This design comes from an exercise in tuning for small area, a short achievable clock period and few clock cycles on the open sky130 flow, not from production work. Function was checked by simulation only, so behaviour that the tests miss may differ from the original. No activity file was given, so power comes from the tool's default toggle rates.

$ cat run.sh
#!/bin/bash
# synth_recipe.tcl (not shown) runs the flow's synth.tcl, then flattens the netlist and writes it again
# the make line also repeats each setting of config.mk as NAME=value (left out here)
make -C /OpenROAD-flow-scripts/flow DESIGN_CONFIG=/design/flow/config.mk WORK_HOME=/design/flow/orfs CLKGATE_MAP_FILE= SYNTH_SCRIPT=/design/flow/synth_recipe.tcl finish
$ cat constraint.sdc
create_clock -name core_clock -period 9.0 [get_ports {clk}]
set_input_delay 1.8000 -clock core_clock [delete_from_list [all_inputs] [get_ports {clk}]]
set_output_delay 1.8000 -clock core_clock [all_outputs]
set_load 0.01 [all_outputs]
$ cat design.v
module LIFO
	#(parameter N=6,    
	  parameter DW=32   
	)
(
	input wire clk,
	input wire push,            
	input wire [N+2:0] dep,     
	input wire [DW-1:0] dat_i,
	output reg [DW-1:0] dat_o   
);
	reg [DW-1:0] mem [0:N-1];
	genvar i;
	generate
		for (i = 0; i < N; i = i + 1) begin : g_ent
			always @(posedge clk)
				if (push && dep[i+2]) mem[i] <= dat_i;
		end
	endgenerate
	integer j;
	always @(*) begin
		dat_o = {DW{1'b0}};
		for (j = 0; j < N; j = j + 1)
			dat_o = dat_o | ({DW{dep[j+3]}} & mem[j]);
	end
endmodule
module calculator
	(
	input wire clk,
	input wire rst,
	output reg rdy,
	input wire req_valid,
	input wire [2:0] req_instr,
	input wire [31:0] req_operand,
	output reg result_valid,
	output wire [31:0] result,
	output reg [7:0] error
);
	reg [31:0] T;       
	reg [31:0] S;       
	reg [31:0] R;       
	reg        bm1;     
	reg [8:0]  dep;     
	reg        bmul;    
	reg        bdiv;    
	reg [4:0]  cnt;     
	wire lt2  = dep[0] | dep[1];
	wire full = dep[8];
	wire i_push = (req_instr == 3'd0);
	wire i_add  = (req_instr == 3'd1);
	wire i_sub  = (req_instr == 3'd2);
	wire i_mul  = (req_instr == 3'd3);
	wire i_bad  = req_instr[2] & (req_instr[1] | req_instr[0]);
	always @(*) begin
		if (req_valid && !i_push && lt2) error = 8'd1;
		else if (req_valid && i_push && full) error = 8'd2;
		else if (req_valid && i_bad) error = 8'd3;
		else error = 8'd0;
	end
	wire ok  = i_push ? !full : (!lt2 && !i_bad);
	wire acc = rdy & req_valid & ok;
	wire [31:0] pop_val;
	LIFO #(6, 32) i_stack (
		.clk(clk),
		.push(acc & i_push),
		.dep(dep),
		.dat_i(S),
		.dat_o(pop_val)
	);
	wire one0 = bmul ? (R[0] ^ bm1) : 1'b1;
	wire two0 = bmul & ((R[1] & ~R[0] & ~bm1) | (~R[1] & R[0] & bm1));
	wire neg0 = bmul & R[1];
	wire one1 = bmul & (R[2] ^ R[1]);
	wire two1 = bmul & ((R[3] & ~R[2] & ~R[1]) | (~R[3] & R[2] & R[1]));
	wire neg1 = bmul & R[3];
	wire [31:0] S2  = {S[30:0], 1'b0};
	wire [31:0] m0  = ({32{one0}} & S) | ({32{two0}} & S2);
	wire [31:0] m1  = ({32{one1}} & S) | ({32{two1}} & S2);
	wire [31:0] pp0 = m0 ^ {32{neg0}};
	wire [31:0] pp1 = {m1[29:0], 2'b00} ^ {32{neg1}};
	wire [31:0] cs_s = T ^ pp0 ^ pp1;
	wire [31:0] cs_c = {(T[30:0] & pp0[30:0]) | (T[30:0] & pp1[30:0]) | (pp0[30:0] & pp1[30:0]), neg0};
	wire [31:0] sum;
	wire        sum_co;
	calc_add_fast #(32) u_cpa (.a(cs_s), .b(cs_c), .ci(neg1), .s(sum), .co(sum_co));
	wire [32:0] d1;
	wire        d1_co;
	calc_add #(32) u_sub (.a(S), .b(~R), .ci(1'b1), .s(d1[31:0]), .co(d1_co));
	assign d1[32] = ~d1_co;
	wire        b1 = d1[32];
	wire [5:0] zs, zt;
	calc_lzc i_lzs (.x(S), .z(zs));
	calc_lzc i_lzt (.x(T), .z(zt));
	wire [6:0] dz = {1'b0, zt} - {1'b0, zs};
	wire       t_zero = zt[5];                         
	wire       div_now = t_zero | dz[6];               
	wire [31:0] t_al = T << dz[4:0];
	wire mul_last = (R[31:3] == 29'd0);
	wire div_last = (cnt == 5'd0);
	wire done = (bmul & mul_last) | (bdiv & div_last);
	always @(posedge clk) begin
		if (rst) begin
			rdy <= 1'b1;
			result_valid <= 1'b0;
			dep <= 9'd1;
			bmul <= 1'b0;
			bdiv <= 1'b0;
		end else begin
			if (acc) begin
				if (i_push) begin
					dep <= {dep[7:0], 1'b0};
					result_valid <= 1'b1;
				end else if (!i_mul && !(req_instr[2] && !div_now)) begin
					dep <= {1'b0, dep[8:1]};
				end else begin
					rdy <= 1'b0;
					result_valid <= 1'b0;
					bmul <= i_mul;
					bdiv <= !i_mul;
				end
			end
			if (done) begin
				rdy <= 1'b1;
				result_valid <= 1'b1;
				bmul <= 1'b0;
				bdiv <= 1'b0;
				dep <= {1'b0, dep[8:1]};
			end
		end
	end
	wire a_push = acc & i_push;
	wire a_add  = acc & i_add;
	wire a_sub  = acc & i_sub;
	wire a_mul  = acc & i_mul;
	wire a_div  = acc & req_instr[2];
	wire sT_op   = a_push;
	wire sT_sum  = a_add | bmul;
	wire sT_sub  = a_sub;
	wire sT_q    = bdiv;
	wire sT_ones = a_div & t_zero;
	wire enT     = acc | bmul | bdiv;
	wire [31:0] T_d = ({32{sT_op}} & req_operand) | ({32{sT_sum}} & sum)
	                | ({32{sT_sub}} & d1[31:0]) | ({32{sT_q}} & {T[30:0], ~b1})
	                | {32{sT_ones}};
	wire sS_T   = a_push | (a_mul & b1);
	wire sS_pop = a_add | a_sub | (a_div & div_now) | (bmul & mul_last) | (bdiv & div_last);
	wire sS_sh  = bmul & ~mul_last;
	wire sS_d   = bdiv & ~div_last & ~b1;
	wire enS    = sS_T | sS_pop | sS_sh | sS_d;
	wire [31:0] S_d = ({32{sS_T}} & T) | ({32{sS_pop}} & pop_val)
	                | ({32{sS_sh}} & {S[27:0], 4'b0}) | ({32{sS_d}} & d1[31:0]);
	wire sR_S  = a_mul & b1;
	wire sR_al = a_div & ~div_now;
	wire sR_4  = bmul & ~mul_last;
	wire sR_1  = bdiv & ~div_last;
	wire sR_T  = (acc & ~i_mul & ~(req_instr[2] & ~div_now)) | (bdiv & div_last);
	wire sR_p  = bmul & mul_last;   
	wire enR   = sR_S | sR_al | sR_4 | sR_1 | sR_T | sR_p;
	wire [31:0] R_d = ({32{sR_S}} & S) | ({32{sR_al}} & t_al) | ({32{sR_T}} & T_d) | ({32{sR_p}} & sum)
	                | ({32{sR_4}} & {4'b0, R[31:4]}) | ({32{sR_1}} & {1'b0, R[31:1]});
	always @(posedge clk) begin
		if (enT) T <= T_d;
		if (enS) S <= S_d;
		if (enR) R <= R_d;
		if (a_mul) bm1 <= 1'b0;
		else if (bmul) bm1 <= R[3];
		if (a_div) cnt <= dz[4:0];
		else if (bdiv) cnt <= cnt - 5'd1;
	end
	assign result = T;
endmodule
module calc_lzc (
	input wire [31:0] x,
	output wire [5:0] z
);
	wire [15:0] v1;
	wire [15:0] z1;
	genvar i;
	generate
		for (i = 0; i < 16; i = i + 1) begin : g1
			assign v1[i] = x[2*i+1] | x[2*i];
			assign z1[i] = ~x[2*i+1];
		end
	endgenerate
	wire [7:0] v2;
	wire [15:0] z2;
	generate
		for (i = 0; i < 8; i = i + 1) begin : g2
			assign v2[i] = v1[2*i+1] | v1[2*i];
			assign z2[2*i+1:2*i] = v1[2*i+1] ? {1'b0, z1[2*i+1]} : {1'b1, z1[2*i]};
		end
	endgenerate
	wire [3:0] v3;
	wire [11:0] z3;
	generate
		for (i = 0; i < 4; i = i + 1) begin : g3
			assign v3[i] = v2[2*i+1] | v2[2*i];
			assign z3[3*i+2:3*i] = v2[2*i+1] ? {1'b0, z2[4*i+3:4*i+2]} : {1'b1, z2[4*i+1:4*i]};
		end
	endgenerate
	wire [1:0] v4;
	wire [7:0] z4;
	generate
		for (i = 0; i < 2; i = i + 1) begin : g4
			assign v4[i] = v3[2*i+1] | v3[2*i];
			assign z4[4*i+3:4*i] = v3[2*i+1] ? {1'b0, z3[6*i+5:6*i+3]} : {1'b1, z3[6*i+2:6*i]};
		end
	endgenerate
	assign z = v4[1] ? {2'b00, z4[7:4]} : v4[0] ? {2'b01, z4[3:0]} : 6'd32;
endmodule
module calc_add #(parameter W = 32) (
	input wire [W-1:0] a,
	input wire [W-1:0] b,
	input wire ci,
	output wire [W-1:0] s,
	output wire co
);
	reg [W-1:0] g, p;
	integer l, i;
	always @(*) begin
		g = a & b;
		p = a ^ b;
		g[0] = g[0] | (p[0] & ci);
		for (l = 1; l < W; l = l * 2)
			for (i = 2 * l - 1; i < W; i = i + 2 * l) begin
				g[i] = g[i] | (p[i] & g[i-l]);
				p[i] = p[i] & p[i-l];
			end
		for (l = W / 4; l >= 1; l = l / 2)
			for (i = 3 * l - 1; i < W; i = i + 2 * l) begin
				g[i] = g[i] | (p[i] & g[i-l]);
				p[i] = p[i] & p[i-l];
			end
	end
	assign s = (a ^ b) ^ {g[W-2:0], ci};
	assign co = g[W-1];
endmodule
module calc_add_fast #(parameter W = 32) (
	input wire [W-1:0] a,
	input wire [W-1:0] b,
	input wire ci,
	output wire [W-1:0] s,
	output wire co
);
	reg [W-1:0] g, p;
	integer l, i, j;
	always @(*) begin
		g = a & b;
		p = a ^ b;
		g[0] = g[0] | (p[0] & ci);
		for (l = 1; l < W; l = l * 2)
			for (i = W - 1; i >= 0; i = i - 1)
				if (i & l) begin
					j = (i & ~(l - 1)) - 1;
					g[i] = g[i] | (p[i] & g[j]);
					p[i] = p[i] & p[j];
				end
	end
	assign s = (a ^ b) ^ {g[W-2:0], ci};
	assign co = g[W-1];
endmodule
$ cat config.mk
export PLATFORM = sky130hd
export DESIGN_NAME = calculator
export DESIGN_NICKNAME = calculator
export VERILOG_FILES = /design/flow/design.v
export SDC_FILE = /design/flow/constraint.sdc
export NUM_CORES = 4
export LEC_CHECK = 0
export ABC_AREA = 1
export CAP_MARGIN = 0
export CORE_MARGIN = 2
export CORE_UTILIZATION = 50
export CTS_BUF_LIST = sky130_fd_sc_hd__clkbuf_4 sky130_fd_sc_hd__clkbuf_8
export SETUP_SLACK_MARGIN = 4.5
export SLEW_MARGIN = 0
==> impl_metrics.csv, run 1 <==
group,metric,value,unit
worst_setup_path,arrival,2590,ps
floorplanning,row_count,75,
worst_setup_path,cp.depth,8,
logic_synthesis,yosysWarnings,5,
pwr,powerDensity,134,nW/um^2
logic_synthesis,async_flop_share,0,%
clocking,cts_root_buf,"clkbuf_8",
clocking,cts_sinks,307,
drt,drt_iter0_markers,2579,
worst_setup_path,max_stage_delay,160,ps
logic_synthesis,synth-edff-count,293,
clocking,cts_tree,"done",
worst_setup_path,setup.worst_path.end_class,"output port",
placement,hpwlAfterDp,55.7,mm
layout,area_growth_syn_to_layout,16.3,%
clocking,clkTransAtPathRegs,60,ps
sta,skew,60.6,ps
placement,place.gp.congestion,0.982,
logic_synthesis,yosys_register_bits,307,
drt,vias,20500,
grt,grt_pass1_vias,18400,
worst_setup_path,reg2reg_to,"R[8]$_DFFE_PP_",
clocking,clock_latency,650,ps
pwr,leakage,10.9,nW
grt,grt_start_max_net_pins,38,
sta,slew_viol_final,0,
worst_setup_path,cp_num_buf_inv,3,
grt,grt_pass1_wl,116,mm
layout,final_cell_mix,"720 x nand2_1, 374 x nand3_1, 293 x edfxtp_1",
worst_setup_path,startpoint_type,"primary input",
clocking,htree_num_levels,2,
drt,wl_per_cell,23.9,um
sta,clock.fmax,228,MHz
logic_synthesis,synth_ff_type,"edfxtp_1",
sta,rsz0062_at_grt,"yes",
sta,min_period_over_period,48.7,%
sta,relSlewSlack,24.9,%
grt,grt.overflow.total,0,
drt,ant_nets,0,
worst_setup_path,reg2reg_from,"R[1]$_DFFE_PP_",
sta,hold_viol,0,
worst_setup_path,cp_max_fo,3,
drt,dr.pass1.iters,6,
floorplanning,die_h,210,um
sta,setup_tns,0,ps
pwr,ir_drop,97.2,uV
floorplanning,ios,80,
logic_synthesis,netlist_instances,2609,
sta,setup-violations-final,0,
layout,final_common_cell,"nand2_1",
worst_setup_path,cp-endpoint,"error[1]",
worst_setup_path,crit_slowest_cell,"and3_1",
worst_hold_path,min_path_type,"reg2reg",
logic_synthesis,ys_seq_area_share,42.6,%
status,status,"no timing/DRC/antenna violations",
drt,route.detailed.drc,0,
worst_setup_path,path_cells,"buf_2 -> nor2_4 -> nand2_4 -> inv_2 -> nand2_2 -> o21ai_4 -> and3_1 -> buf_2",
worst_setup_path,cp_common_cell,"buf_2",
layout,layout-drive-gt1-share,12.1,%
drt,viasPerCell,6.09,
layout,nNetsFinal,2939,
clocking,clockBufferDepth,3,
logic_synthesis,synth.distinct_cells,48,
placement,placed_area,22500,um^2
placement,io_buffer_count,73,
clocking,holdBufCountCts,0,
worst_setup_path,rr_worst_depth,20,
clocking,cts_buffers,51,
worst_setup_path,r2r_setup_slack,4640,ps
worst_setup_path,crit_type,"in2out",
sta,worst_slew_pin_slew,1120,ps
logic_synthesis,synth_area,21300,um^2
floorplanning,dieArea,44300,um^2
worst_setup_path,cp.required,7200,ps
worst_setup_path,startpoint,"req_instr[0]",
pwr,power.total,3.31,mW
worst_setup_path,path_delay_family,"simple AND/OR/NAND/NOR gates",
layout,fill_cells,3890,
sta,period_minus_slack,4390,ps
grt,track_usage,35.4,%
grt,antenna_found_initial,1,
floorplanning,start_util,50.7,%
drt,routed_wirelength,80.1,mm
layout,postLayoutCellArea,24800,um^2
logic_synthesis,avgSynthCellArea,8.17,um^2
floorplanning,core-area,42000,um^2
flow_run,maxCapViolCount,0,
floorplanning,die_w,210,um
==> registers in the layout, summed over array words and instances, names as in the netlist <==
| signal | count |
|---|---|
| i_stack.mem | 192 |
| R | 32 |
| S | 32 |
| T | 32 |
| dep | 9 |
| cnt | 5 |
| bdiv | 1 |
| bm1 | 1 |
| bmul | 1 |
| rdy | 1 |
| result_valid | 1 |
==> per-stage QoR <==
step	hold slack, ps	setup WS (ps)	utilization, %	cells
3_3_place_gp	460	2540	53.4	3133
2_1_floorplan	443	4520	-	2614
5_1_grt	536	4330	58.9	3357
4_1_cts	499	4500	56.5	3244
6_report	499	4610	58.9	3358
3_5_place_dp	482	2440	53.4	3133
==> power by group <==
group | switching, mW | leakage (nW) | internal, mW
clock network | 0.587 | 0.541 | 0.682
registers | 0.0251 | 2.79 | 1.57
logic | 0.291 | 7.54 | 0.157
==> per-layer routing <==
metal | part of all wire, % | vias to the layer above | GRT usage [%]
li1 | - | 9243 | -
met4 | 3.3 | 0 | 11.2
met3 | 12 | 169 | 5.99
met5 | 0 | - | 0
met1 | 43 | 9813 | 53.4
met2 | 42 | 1239 | 51.8
==> tightest hold or removal path: cells and delay by family (launching register included) <==
family           cells  cell delay (ps)
flip-flops           1              320
AND/OR/NAND/NOR      2              130
==> cell usage after synthesis, types with 4 or more instances <==
| cell type | number | area [um^2] |
|---|---|---|
| buf_6 | 5 | 56.3 |
| xnor2_1 | 13 | 114 |
| a21o_1 | 9 | 67.6 |
| a221oi_1 | 30 | 263 |
| or2_2 | 10 | 62.6 |
| buf_1 | 6 | 22.5 |
| nand2_2 | 5 | 31.3 |
| o221ai_1 | 4 | 35.0 |
| nor3_1 | 16 | 80.1 |
| nand4_1 | 25 | 156 |
| xor2_1 | 76 | 666 |
| nor2_2 | 4 | 25.0 |
| a22o_1 | 32 | 280 |
| nand3b_1 | 12 | 90.1 |
| nand3_2 | 4 | 40.0 |
| a21oi_1 | 98 | 490 |
| buf_4 | 8 | 60.1 |
| inv_2 | 12 | 45.0 |
| fa_1 | 53 | 1060 |
| buf_2 | 28 | 140 |
| o211ai_1 | 12 | 90.1 |
| a31oi_1 | 4 | 25.0 |
| nor2_4 | 4 | 45.0 |
| o22ai_1 | 64 | 400 |
| dfxtp_1 | 14 | 280 |
| ha_1 | 68 | 851 |
| clkbuf_1 | 76 | 285 |
| nand2_1 | 731 | 2740 |
| nand3_1 | 374 | 1870 |
| inv_1 | 218 | 818 |
| o21ai_0 | 60 | 300 |
| edfxtp_1 | 293 | 8800 |
| nor2_1 | 213 | 800 |
==> kinds of logic after synthesis <==
family,after synthesis,share of synthesized area (%)
and+or+nand+nor,1407,28.2
buffers and inverters,354,6.72
AOI/OAI and AO/OA,330,9.80
DFF,307,42.6
adders and majority gates,121,8.97
xor gates and xnor gates,89,3.66
other,1,0.0176
==> how the worst min path moves through the flow <==
stage,start,endpoint,slack (ps),cells past startpoint
global route,dep[0]$_SDFFE_PP1P_,dep[0]$_SDFFE_PP1P_,540,2
floorplan,dep[0]$_SDFFE_PP1P_,dep[0]$_SDFFE_PP1P_,440,2
global placement,dep[0]$_SDFFE_PP1P_,dep[0]$_SDFFE_PP1P_,460,2
CTS,dep[0]$_SDFFE_PP1P_,dep[0]$_SDFFE_PP1P_,500,2
detailed placement,dep[0]$_SDFFE_PP1P_,dep[0]$_SDFFE_PP1P_,480,2
finish,dep[0]$_SDFFE_PP1P_,dep[0]$_SDFFE_PP1P_,500,2
==> area by class of cell <==
cell class / instances / area [um^2] / share of cell area [%]
Inverter: 231 / 945 / 3.81
Tap cell: 539 / 674 / 2.72
Multi-Input combinational cell: 1956 / 11100 / 44.8
Clock inverter: 22 / 171 / 0.692
Antenna cell: 2 / 5.00 / 0.0202
Clock buffer: 68 / 861 / 3.47
Timing Repair inverter: 4 / 32.5 / 0.131
Timing Repair Buffer: 229 / 1920 / 7.73
Sequential cell: 307 / 9080 / 36.7
==> timing repair <==
action                     in CTS  in global routing
cloned                          4                  3
buffers inserted               17                109
resized for setup              49                 54
setup endpoints to repair     342                149
hold endpoints to repair        0                  0
pin swaps                       7                 14
Testbench counts, summed over its fixed seeds: cycles 7,484.
==> run 2, diff against run 1 <==
--- a/config.mk
+++ b/config.mk
@@ -11,3 +11,3 @@
 export CORE_UTILIZATION = 50
-export CTS_BUF_LIST = sky130_fd_sc_hd__clkbuf_4 sky130_fd_sc_hd__clkbuf_8
+export CTS_BUF_LIST = sky130_fd_sc_hd__clkbuf_4
 export SETUP_SLACK_MARGIN = 4.5
==> run 2 against run 1 <==
  * Setup slack worse by 17 ps
  * Clock skew grew 14 ps
  * Clock-buffer cell count up 49
  * Design area hardly changed
  * Via count is 0.39% higher
  * Routed wire length increased by 0.75%
  * Non-clock buffer count shrank 4
  * Synthesized area unchanged
  * Worst hold slack is essentially flat
==> impl_metrics.csv, run 2 <==
group,metric,value,unit
status,status,"no timing/DRC/antenna violations",
layout,final_cell_mix,"720 x nand2_1, 374 x nand3_1, 293 x edfxtp_1",
worst_setup_path,arrival,2600,ps
clocking,cts_tree,"done",
floorplanning,core-area,42000,um^2
layout,stdcell_count,3404,
worst_setup_path,max_stage_delay,230,ps
grt,met2_usage,51.8,%
layout,area_growth_syn_to_layout,16.3,%
logic_synthesis,synth.distinct_cells,48,
worst_setup_path,startpoint_type,"primary input",
grt,grt_pass1_vias,18800,
worst_setup_path,cp_num_buf_inv,3,
worst_hold_path,min_delay_path_depth,2,
drt,vias,20500,
flow_run,maxCapViolCount,0,
grt,track_usage,35.8,%
pwr,seqPwrFrac,48.4,%
drt,route.detailed.drc,0,
sta,rsz0062_at_grt,"yes",
pwr,powerDensity,133,nW/um^2
logic_synthesis,ys_seq_area_share,42.6,%
worst_setup_path,cp.required,7200,ps
drt,drt_iter0_markers,2641,
worst_setup_path,rr_worst_depth,18,
pwr,p_int,2.38,mW
placement,dp_cells,3133,
floorplanning,row_count,75,
drt,ant_nets,0,
grt,grt_use_met1,52.9,%
layout,final_common_cell,"nand2_1",
clocking,cts_buffers,83,
grt,grt.busiest_layer,"met1",
placement,io_buffer_count,73,
grt,grt.overflow.total,0,
floorplanning,die_w,210,um
worst_setup_path,cp_max_fo,3,
grt,gr-usage-met3,6.87,%
logic_synthesis,yosysTopAreaCell,"edfxtp_1",
logic_synthesis,synth-edff-count,293,
grt,antenna_found_initial,3,
pwr,p_sw,0.911,mW
pwr,swShare,27.7,%
pwr,ir_drop,68.3,uV
worst_setup_path,r2r_setup_slack,4620,ps
clocking,cts_sinks,307,
sta,hold_viol,0,
grt,grt_pass1_wl,117,mm
sta,slew_viol_final,0,
layout,largest_reg_flops,192,
worst_setup_path,crit_slowest_cell,"clkdlybuf4s15_2",
sta,holdWs,499,ps
logic_synthesis,async_flop_share,0,%
floorplanning,die_h,210,um
worst_setup_path,reg2reg_to,"R[29]$_DFFE_PP_",
clocking,clock_latency,830,ps
pwr,leakage,10.9,nW
drt,viasPerCell,6.03,
sta,relSlewSlack,25.7,%
sta,clock.fmax,227,MHz
grt,grt_start_max_net_pins,38,
worst_hold_path,holdCritStartpoint,"dep[0]$_SDFFE_PP1P_",
logic_synthesis,synth_ff_type,"edfxtp_1",
clocking,clkTransAtPathRegs,70,ps
logic_synthesis,netlist_instances,2609,
pwr,pwr-share-clk,37.9,%
worst_hold_path,min_path_type,"reg2reg",
placement,hpwlAfterDp,55.7,mm
drt,wl_per_cell,23.7,um
logic_synthesis,yosysWarnings,5,
layout,layout-drive-gt1-share,13.3,%
floorplanning,dieArea,44300,um^2
layout,final_util,58.9,%
floorplanning,ios,80,
worst_setup_path,setup.worst_path.end_class,"output port",
layout,regMostFlops,"i_stack.mem",
drt,routed_wirelength,80.7,mm
sta,setup-violations-final,0,
sta,setup_tns,0,ps
pwr,p_comb_share,13.7,%
worst_setup_path,path_cells,"buf_2 -> nor2_4 -> buf_4 -> nor2_1 -> nand2_1 -> o21ai_0 -> clkdlybuf4s15_2",
logic_synthesis,yosys_register_bits,307,
sta,worst_slew_pin_slew,1110,ps
logic_synthesis,synth_top_area_share,41.3,%
logic_synthesis,avgSynthCellArea,8.17,um^2
placement,place.gp.congestion,0.982,
worst_setup_path,crit_type,"in2out",
worst_hold_path,worstHoldEndpoint,"dep[0]$_SDFFE_PP1P_",
sta,skew,74.2,ps
clocking,htree_num_levels,3,
drt,dr.pass1.iters,6,
logic_synthesis,yosysMostFrequentCell,"nand2_1",
sta,period_minus_slack,4400,ps
worst_setup_path,reg2reg_from,"S[7]$_DFFE_PP_",
logic_synthesis,synthTopCellsByCount,"731 x nand2_1, 374 x nand3_1, 293 x edfxtp_1",
clocking,cts_root_buf,"clkbuf_4",
clocking,clockBufferDepth,3,
sta,min_period_over_period,48.9,%
floorplanning,start_util,50.7,%
placement,placed_area,22500,um^2
layout,nNetsFinal,2967,
worst_setup_path,path_delay_family,"buffers and inverters",
logic_synthesis,synth_area,21300,um^2
clocking,holdBufCountCts,0,
layout,postLayoutCellArea,24800,um^2
logic_synthesis,synth.area.top_cells,"edfxtp_1 41%, nand2_1 13%, nand3_1 8.8%, fa_1 5.0%, ha_1 4.0%",
run 2: cell count changes in the layout (fill, tap and decap cells not counted), moves of 5 or more:
cell      previous run  this run
clkbuf_8            56         0
clkbuf_4            12       117
buf_4              151       146
clkinv_2             7         1
clkinv_1             9        17
run 2: worst reg2reg max path, cell delays in order, from the launching register on:
cell and delay [ps]:
edfxtp_1 590, nor2_1 270, nand3_1 210, nor2_1 150, inv_1 60, nor2_1 190, inv_1 100, o2111ai_1 140
a21oi_1 120, ha_1 220, inv_1 110, fa_2 320, nand4_1 120, o211ai_1 120, o21ai_2 210, nor2_4 360
inv_2 190, nand4_1 150, buf_6 370
run 2: what timing repair did:
action	in CTS	in global routing
setup buffers	23	98
endpoints found under the hold margin	0	0
gates cloned	4	4
endpoints found under the setup margin	342	244
gates resized for setup	54	49
pin swaps	7	13
run 2: worst max path at each step:
| stage | start | to | cells after the start |
|---|---|---|---|
| 2_1_floorplan | req_instr[0] | i_stack.mem[5][0]$_DFFE_PP_ | 9 |
| 3_3_place_gp | req_instr[2] | S[27]$_DFFE_PP_ | 14 |
| 3_5_place_dp | req_instr[2] | S[7]$_DFFE_PP_ | 14 |
| 4_1_cts | S[9]$_DFFE_PP_ | R[26]$_DFFE_PP_ | 23 |
| 5_1_grt | R[1]$_DFFE_PP_ | R[9]$_DFFE_PP_ | 21 |
| 6_report | req_instr[0] | error[0] | 7 |
run 2: kinds of logic (layout without fill, tap and decap cells):
family | after synthesis | count (layout) | share of synthesized area (%)
simple gates | 1407 | 1410 | 28.2
buf+inv | 354 | 600 | 6.72
compound gates | 330 | 330 | 9.80
flops | 307 | 307 | 42.6
fa+ha+maj | 121 | 121 | 8.97
xor+xnor | 89 | 89 | 3.66
other cells | 1 | 8 | 0.0176
run 2: routing by layer:
| metal | routed length (um) | vias to the layer above | part of all wire [%] |
|---|---|---|---|
| met1 | 35100 | 9863 | 44 |
| met5 | 0 | - | 0 |
| met4 | 2810 | 0 | 3.5 |
| met2 | 34000 | 1171 | 42 |
| li1 | - | 9341 | - |
| met3 | 8790 | 168 | 11 |
run 2: power by group through the flow:
| stage | registers (mW) | logic, mW | clock network (mW) |
|---|---|---|---|
| after floorplan | 1.61 | 0.266 | 0 |
| after global placement | 1.63 | 0.386 | 0 |
| after detailed placement | 1.63 | 0.389 | 0 |
| after CTS | 1.60 | 0.405 | 1.26 |
| after global routing | 1.59 | 0.491 | 1.33 |
| final | 1.59 | 0.450 | 1.25 |
run 2: layout make-up:
type | count | area, um^2
multi-input cells | 1956 | 11100
repair inverters | 4 | 28.8
well taps | 539 | 674
fillers | 3937 | 17300
clock buffers | 117 | 878
clock inverters | 23 | 148
inverters | 231 | 947
flip-flops and latches | 307 | 9080
diodes | 2 | 5.00
repair buffers | 225 | 1910
run 2: per-stage QoR:
step / power, mW / setup WS [ps]
after floorplan: 1.88 / 4520
after global placement: 2.02 / 2540
after detailed placement: 2.02 / 2440
after CTS: 3.26 / 4500
after global routing: 3.41 / 4460
final: 3.29 / 4600
==> run 3, diff against run 2 <==
--- a/config.mk
+++ b/config.mk
@@ -10,5 +10,5 @@
 export CORE_MARGIN = 2
-export CORE_UTILIZATION = 50
-export CTS_BUF_LIST = sky130_fd_sc_hd__clkbuf_4
-export SETUP_SLACK_MARGIN = 4.5
+export CORE_UTILIZATION = 55
+export CTS_BUF_LIST = sky130_fd_sc_hd__clkbuf_4 sky130_fd_sc_hd__clkbuf_8
+export SETUP_SLACK_MARGIN = 4.6
 export SLEW_MARGIN = 0
==> run 3 against run 2 <==
  * Clock-buffer cell count is 57 lower
  * Clock skew shrank 16 ps
  * Global-route usage is 2.1 points higher
  * Sequential share of layout area shrank 0.64 points
  * Sequential power about the same
  * Sequential cell count stayed put
  * Register-to-register slack gained 60 ps
  * Design area increased by 1.8%
  * Critical path type unchanged
==> impl_metrics.csv, run 3 <==
group,metric,value,unit
status,status,"no timing/DRC/antenna violations",
clocking,cts_buffers,48,
sta,slew_viol_final,0,
drt,ant_nets,0,
grt,antenna_found_initial,0,
worst_setup_path,r2r_setup_slack,4680,ps
logic_synthesis,yosysMostFrequentCell,"nand2_1",
worst_hold_path,min_delay_path_depth,2,
layout,final_cell_mix,"713 x nand2_1, 373 x nand3_1, 293 x edfxtp_1",
pwr,power.total,3.35,mW
logic_synthesis,yosys_register_bits,307,
floorplanning,core-area,38500,um^2
sta,worst_slew_pin_slew,1150,ps
worst_hold_path,holdCritStartpoint,"dep[0]$_SDFFE_PP1P_",
sta,setup_tns,0,ps
floorplanning,die_h,201,um
layout,layout-drive-gt1-share,13.9,%
logic_synthesis,synth_ff_type,"edfxtp_1",
clocking,cts_root_buf,"clkbuf_8",
layout,diodes,0,
drt,drt_iter0_markers,3030,
sta,period_minus_slack,4350,ps
worst_setup_path,startpoint_type,"primary input",
clocking,clock_latency,630,ps
logic_synthesis,synth_area,21300,um^2
logic_synthesis,synth_top_area_share,41.3,%
logic_synthesis,synthTopCellsByCount,"731 x nand2_1, 374 x nand3_1, 293 x edfxtp_1",
floorplanning,dieArea,40300,um^2
drt,route.detailed.drc,0,
pwr,pwr-share-clk,38.9,%
drt,viasPerCell,6.19,
clocking,holdBufCountCts,0,
drt,dr.pass1.iters,9,
clocking,clkTransAtPathRegs,60,ps
worst_setup_path,arrival,2550,ps
sta,min_period_over_period,48.3,%
clocking,cts_tree,"done",
drt,wl_per_cell,23.7,um
clocking,htree_num_levels,2,
floorplanning,ios,80,
logic_synthesis,yosysWarnings,5,
pwr,p_comb_share,13.7,%
grt,grt_start_max_net_pins,37,
sta,rsz0062_at_grt,"yes",
layout,regMostFlops,"i_stack.mem",
worst_setup_path,setup.worst_path.end_class,"output port",
sta,hold_viol,0,
layout,final_common_cell,"nand2_1",
grt,track_usage,37.9,%
pwr,p_sw,0.899,mW
drt,routed_wirelength,79.6,mm
clocking,cts_sinks,307,
placement,hpwlAfterDp,54.0,mm
floorplanning,die_w,201,um
worst_hold_path,min_path_type,"reg2reg",
pwr,swShare,26.8,%
worst_setup_path,reg2reg_from,"R[1]$_DFFE_PP_",
logic_synthesis,synth.area.top_cells,"edfxtp_1 41%, nand2_1 13%, nand3_1 8.8%, fa_1 5.0%, ha_1 4.0%",
drt,vias,20700,
layout,largest_reg_flops,192,
pwr,seqPwrFrac,47.5,%
worst_setup_path,crit_type,"in2out",
layout,nNetsFinal,2956,
logic_synthesis,synth.distinct_cells,48,
sta,skew,57.8,ps
layout,multiInputGateArea,11200,um^2
sta,setup-violations-final,0,
layout,postLayoutCellArea,25200,um^2
logic_synthesis,yosysTopAreaCell,"edfxtp_1",
grt,grt.overflow.total,0,
placement,io_buffer_count,73,
worst_setup_path,cp.required,7200,ps
worst_setup_path,cp_max_fo,5,
grt,grt_pass1_vias,18600,
worst_setup_path,rr_worst_depth,19,
logic_synthesis,ys_seq_area_share,42.6,%
pwr,leakage,11.0,nW
logic_synthesis,synth-edff-count,293,
clocking,clockBufferDepth,3,
grt,grt_pass1_wl,115,mm
sta,clock.fmax,230,MHz
placement,placed_area,22400,um^2
layout,final-seq-area,9080,um^2
logic_synthesis,avgSynthCellArea,8.17,um^2
logic_synthesis,netlist_instances,2609,
worst_hold_path,worstHoldEndpoint,"dep[0]$_SDFFE_PP1P_",
floorplanning,row_count,72,
pwr,powerDensity,133,nW/um^2
floorplanning,start_util,55.4,%
layout,fill_cells,3340,
sta,relSlewSlack,23.3,%
pwr,ir_drop,98.9,uV
placement,place.gp.congestion,1.00,
layout,area_growth_syn_to_layout,18.3,%
logic_synthesis,async_flop_share,0,%
pwr,p_int,2.45,mW
worst_setup_path,reg2reg_to,"T[16]$_DFFE_PP_",
flow_run,maxCapViolCount,0,
run 3: how the worst max path moves through the flow:
| stage | start | endpoint |
|---|---|---|
| floorplan | req_instr[0] | i_stack.mem[0][0]$_DFFE_PP_ |
| global route | bmul$_SDFFE_PP0P_ | R[9]$_DFFE_PP_ |
| detailed placement | req_instr[2] | S[8]$_DFFE_PP_ |
| finish | req_instr[2] | error[1] |
| CTS | bmul$_SDFFE_PP0P_ | T[16]$_DFFE_PP_ |
| global placement | req_instr[2] | S[8]$_DFFE_PP_ |
run 3: cell type report:
type | count | area share, %
clock buffers | 60 | 3.10
clock inverters | 28 | 1.07
inverters | 231 | 3.87
multi-input cells | 1955 | 44.6
flip-flops and latches | 307 | 36.0
well taps | 518 | 2.57
repair buffers | 250 | 8.60
repair inverters | 4 | 0.139
run 3: power groups by stage:
stage                     combinational (mW)  clock [mW]  sequential, mW
after global placement                 0.379           0            1.63
after detailed placement               0.384           0            1.63
after global routing                   0.498        1.37            1.59
after CTS                              0.399        1.31            1.60
final                                  0.458        1.30            1.59
after floorplan                        0.266           0            1.61
run 3: cells by family after synthesis:
| family | count (synthesis) | share of synthesized area [%] |
|---|---|---|
| compound gates | 330 | 9.80 |
| simple gates | 1407 | 28.2 |
| flops | 307 | 42.6 |
| buf+inv | 354 | 6.72 |
| xor+xnor | 89 | 3.66 |
| fa+ha+maj | 121 | 8.97 |
| other cells | 1 | 0.0176 |
run 3: timing repair:
action / 4_1_cts / 5_1_grt
pin swaps: 6 / 27
gates cloned: 3 / 5
setup buffers: 19 / 129
gates resized for setup: 60 / 89
endpoints found under the setup margin: 312 / 134
run 3: through the flow:
| step | cells | worst slack, ps | hold slack, ps | util (%) |
|---|---|---|---|---|
| global route | 3353 | 4510 | 534 | 65.5 |
| detailed placement | 3109 | 3260 | 476 | 58.3 |
| global placement | 3109 | 3400 | 463 | 58.3 |
| floorplan | 2614 | 4540 | 443 | - |
| CTS | 3219 | 4590 | 492 | 61.7 |
| finish | 3353 | 4650 | 497 | 65.5 |
run 3: metal layers:
| metal | share of wire, % | track usage [%] | vias to the layer above |
|---|---|---|---|
| li1 | - | - | 9284 |
| met1 | 40 | 54.2 | 9778 |
| met2 | 42 | 55.0 | 1405 |
| met3 | 13 | 10.2 | 275 |
| met4 | 5.1 | 15.2 | 0 |
| met5 | 0 | 0 | - |
run 3: worst max-delay path: stages:
cell and delay [ps]:
clkbuf_4 150, inv_4 90, nand2_4 60, inv_2 50, nand2_2 50, o21ai_2 60
and3_1 160, buf_2 120
==> run 4, diff against run 3 <==
==> flow/run.sh (new file) <==
#!/bin/bash
# The standard layout (the standard.sh, all steps), with the ports
# buffered by the smallest buffer cell instead of ORFS's default choice.
set -e
export BUFFER_PORTS_ARGS="-buffer_cell sky130_fd_sc_hd__buf_1"
bash standard.sh > standard.log 2>&1
==> standard.sh (new file) <==
#!/bin/bash
# synth_recipe.tcl (not shown) runs the flow's synth.tcl, then flattens the netlist and writes it again
# the make line also repeats each setting of config.mk as NAME=value (left out here)
make -C /OpenROAD-flow-scripts/flow DESIGN_CONFIG=/design/flow/config.mk WORK_HOME=/design/flow/orfs CLKGATE_MAP_FILE= SYNTH_SCRIPT=/design/flow/synth_recipe.tcl "${@:-finish}"
--- a/config.mk
+++ b/config.mk
@@ -10,5 +10,5 @@
 export CORE_MARGIN = 2
-export CORE_UTILIZATION = 55
+export CORE_UTILIZATION = 50
 export CTS_BUF_LIST = sky130_fd_sc_hd__clkbuf_4 sky130_fd_sc_hd__clkbuf_8
-export SETUP_SLACK_MARGIN = 4.6
+export SETUP_SLACK_MARGIN = 4.5
 export SLEW_MARGIN = 0
removed: run.sh
==> run 4 against run 3 <==
  * Combinational power shrank 4%
  * Die area grew 9.8%
  * Global-route usage down 2.2 points
  * Critical path depth unchanged
  * Synthesized cell count unchanged
  * Routed wire length increased by 3.9%
  * Clock power up 8%
  * Total power is 2.5% higher
  * Setup slack got worse by 130 ps
  * Clock skew is 18 ps higher
  * Worst hold slack got worse by 10 ps
  * Fmax shrank 3.0%
  * Critical endpoint unchanged
  * Largest power group unchanged
==> impl_metrics.csv, run 4 <==
group,metric,value,unit
status,status,"no timing/DRC/antenna violations",
drt,drt_iter0_markers,2974,
worst_setup_path,path_delay_family,"simple AND/OR/NAND/NOR gates",
floorplanning,dieArea,44300,um^2
placement,dp_cells,3131,
drt,wl_per_cell,24.4,um
layout,stdcell_count,3394,
logic_synthesis,synth_ff_type,"edfxtp_1",
logic_synthesis,yosysTopAreaCell,"edfxtp_1",
worst_setup_path,cp_max_fo,6,
worst_setup_path,startpoint,"req_instr[0]",
clocking,cts_root_buf,"clkbuf_8",
worst_setup_path,rr_worst_depth,17,
worst_setup_path,startpoint_type,"primary input",
grt,gr-usage-met3,7.46,%
floorplanning,die_w,210,um
logic_synthesis,avgSynthCellArea,8.17,um^2
layout,area_growth_syn_to_layout,16.7,%
layout,nNetsFinal,2970,
sta,worst_slew_pin_slew,1140,ps
clocking,cts_buffers,52,
floorplanning,ios,80,
logic_synthesis,yosysMostFrequentCell,"nand2_1",
worst_setup_path,reg2reg_from,"S[28]$_DFFE_PP_",
worst_setup_path,max_stage_delay,210,ps
grt,grt.busiest_layer,"met2",
drt,routed_wirelength,82.7,mm
pwr,powerDensity,138,nW/um^2
clocking,htree_num_levels,2,
clocking,cts_sinks,307,
logic_synthesis,ys_seq_area_share,42.6,%
sta,setup-violations-final,0,
logic_synthesis,synthTopCellsByCount,"731 x nand2_1, 374 x nand3_1, 293 x edfxtp_1",
layout,regMostFlops,"i_stack.mem",
sta,skew,75.3,ps
sta,slew_viol_final,0,
pwr,ir_drop,94.5,uV
sta,setup_tns,0,ps
drt,ant_nets,0,
pwr,power.total,3.44,mW
floorplanning,start_util,50.7,%
sta,rsz0062_at_grt,"no",
pwr,leakage,10.9,nW
worst_setup_path,setup.worst_path.end_class,"output port",
worst_setup_path,cp.required,7200,ps
grt,grt_pass1_wl,117,mm
grt,grt_pass1_vias,18900,
drt,route.detailed.drc,0,
worst_hold_path,min_path_type,"reg2reg",
drt,viasPerCell,6.10,
floorplanning,core-area,42000,um^2
grt,track_usage,35.7,%
worst_setup_path,cp.depth,8,
sta,hold_viol,0,
worst_setup_path,arrival,2680,ps
grt,antenna_found_initial,0,
worst_setup_path,r2r_setup_slack,4520,ps
placement,hpwlAfterDp,55.6,mm
layout,final_common_cell,"nand2_1",
logic_synthesis,async_flop_share,0,%
logic_synthesis,synth_top_area_share,41.3,%
clocking,clockBufferDepth,3,
worst_setup_path,crit_slowest_cell,"and3_4",
grt,grt_use_met1,51.7,%
sta,relSlewSlack,23.8,%
sta,clock.fmax,223,MHz
flow_run,maxCapViolCount,0,
logic_synthesis,synth-edff-count,293,
drt,dr.pass1.iters,6,
clocking,clkTransAtPathRegs,60,ps
logic_synthesis,netlist_instances,2609,
grt,grt.overflow.total,0,
placement,io_buffer_count,73,
floorplanning,die_h,210,um
placement,place.gp.congestion,1.03,
floorplanning,row_count,75,
drt,vias,20700,
logic_synthesis,yosysWarnings,5,
worst_setup_path,cp_num_buf_inv,3,
clocking,cts_tree,"done",
clocking,clock_latency,690,ps
worst_setup_path,crit_type,"in2out",
sta,min_period_over_period,49.8,%
worst_setup_path,reg2reg_to,"R[30]$_DFFE_PP_",
layout,final_cell_mix,"716 x nand2_1, 371 x nand3_1, 293 x edfxtp_1",
worst_setup_path,path_cells,"buf_4 -> nor2_4 -> nand2_4 -> inv_2 -> nand2_2 -> o21ai_4 -> and3_4 -> buf_6",
grt,grt_start_max_net_pins,39,
grt,met2_usage,52.1,%
logic_synthesis,synth.area.top_cells,"edfxtp_1 41%, nand2_1 13%, nand3_1 8.8%, fa_1 5.0%, ha_1 4.0%",
logic_synthesis,synth_area,21300,um^2
layout,layout-drive-gt1-share,13.8,%
worst_setup_path,cp-endpoint,"error[1]",
logic_synthesis,yosys_register_bits,307,
logic_synthesis,synth.distinct_cells,48,
layout,diodes,0,
layout,largest_reg_flops,192,
sta,period_minus_slack,4480,ps
clocking,holdBufCountCts,0,
## run 4: cell counts after synthesis
No cell type changed its count.
## run 4: cell type report
type	instances	area, um^2
fillers	3893	17200
clock buffers	70	876
flip-flops and latches	307	9080
multi-input cells	1956	11200
inverters	231	942
repair buffers	257	1760
clock inverters	28	270
well taps	539	674
repair inverters	6	46.3
## run 4: worst reg2reg max path: cells and delay by family, from the launching register on
family	cells	cell delay, ps
AOI/OAI and AO/OA	5	740
adders and majority gates	2	570
buffers and inverters	5	1160
DFF	1	460
and+or+nand+nor	5	1190
## run 4: timing repair
item / in CTS / in global routing
gates cloned: 4 / 6
setup buffers: 15 / 140
endpoints found under the setup margin: 119 / 265
resized for setup: 31 / 74
pin swaps: 3 / 21
## run 4: how the worst min path moves through the flow
| stage | start | endpoint | depth (start not counted) |
|---|---|---|---|
| after floorplan | dep[0]$_SDFFE_PP1P_ | dep[0]$_SDFFE_PP1P_ | 2 |
| after global placement | dep[0]$_SDFFE_PP1P_ | dep[0]$_SDFFE_PP1P_ | 2 |
| after detailed placement | dep[0]$_SDFFE_PP1P_ | dep[0]$_SDFFE_PP1P_ | 2 |
| after CTS | dep[0]$_SDFFE_PP1P_ | dep[0]$_SDFFE_PP1P_ | 2 |
| after global routing | dep[0]$_SDFFE_PP1P_ | dep[0]$_SDFFE_PP1P_ | 2 |
| final | dep[0]$_SDFFE_PP1P_ | dep[0]$_SDFFE_PP1P_ | 2 |
## run 4: cell families after synthesis
logic type                 share of synthesized area, %
other                                            0.0176
DFF                                                42.6
xor gates and xnor gates                           3.66
buffers and inverters                              6.72
and+or+nand+nor                                    28.2
adders and majority gates                          8.97
AOI/OAI and AO/OA                                  9.80
## run 4: routing by layer
metal | part of all wire [%] | routed length (um) | up-vias
met3 | 12 | 10200 | 259
met5 | 0 | 0 | -
met2 | 42 | 34500 | 1378
met1 | 41 | 33800 | 9735
met4 | 5.0 | 4170 | 0
li1 | - | - | 9326
## run 4: per-stage QoR
stage               hold WS, ps  worst slack, ps  util (%)  cell area (um^2)
CTS                         485             4490      55.6             23400
floorplan                   443             4520         -             21300
global placement            463             3330      52.3             22000
finish                      487             4520      59.1             24900
global route                499             4390      59.1             24900
detailed placement          471             3240      52.3             22000
## run 4: power breakdown
group / switching, mW / leakage [nW] / internal [mW]
Clock: 0.623 / 0.601 / 0.783
Combinational: 0.293 / 7.54 / 0.147
Sequential: 0.0239 / 2.79 / 1.57

[separate check: timing with driven ports]
The flow's constraints put no driver on any port. The routed layouts listed below were extracted and timed again, unchanged, in two steps. Step 1 assumes that a clkbuf_16 drives the clock port and a buf_2 every other input. Step 2 times the ports against the registers' clock, not the clock port: input delays grow and output delays shrink by t, the midpoint of the rising clock arrivals with the driver on. Three values: no drivers, after step 1, after step 2; two values: the first two.
| run | shift t [ns] | setup slack, ns | hold WS [ns] |
|---|---|---|---|
| run 1 | 0.677 | 4.613 / 4.592 / 4.288 | 0.499 / 0.499 / 0.499 |
| run 2 | 0.848 | 4.596 / 4.575 / 3.792 | 0.499 / 0.499 / 0.499 |
| run 3 | 0.651 | 4.650 / 4.612 / 4.237 | 0.497 / 0.497 / 0.497 |
| run 4 | 0.708 | 4.516 / 4.492 / 4.039 | 0.487 / 0.487 / 0.487 |
After both steps setup and hold are still met in every run listed. For run 2, which loses most, drivers alone change the setup slack by -0.021 ns; drivers and shift together by -0.804 ns.
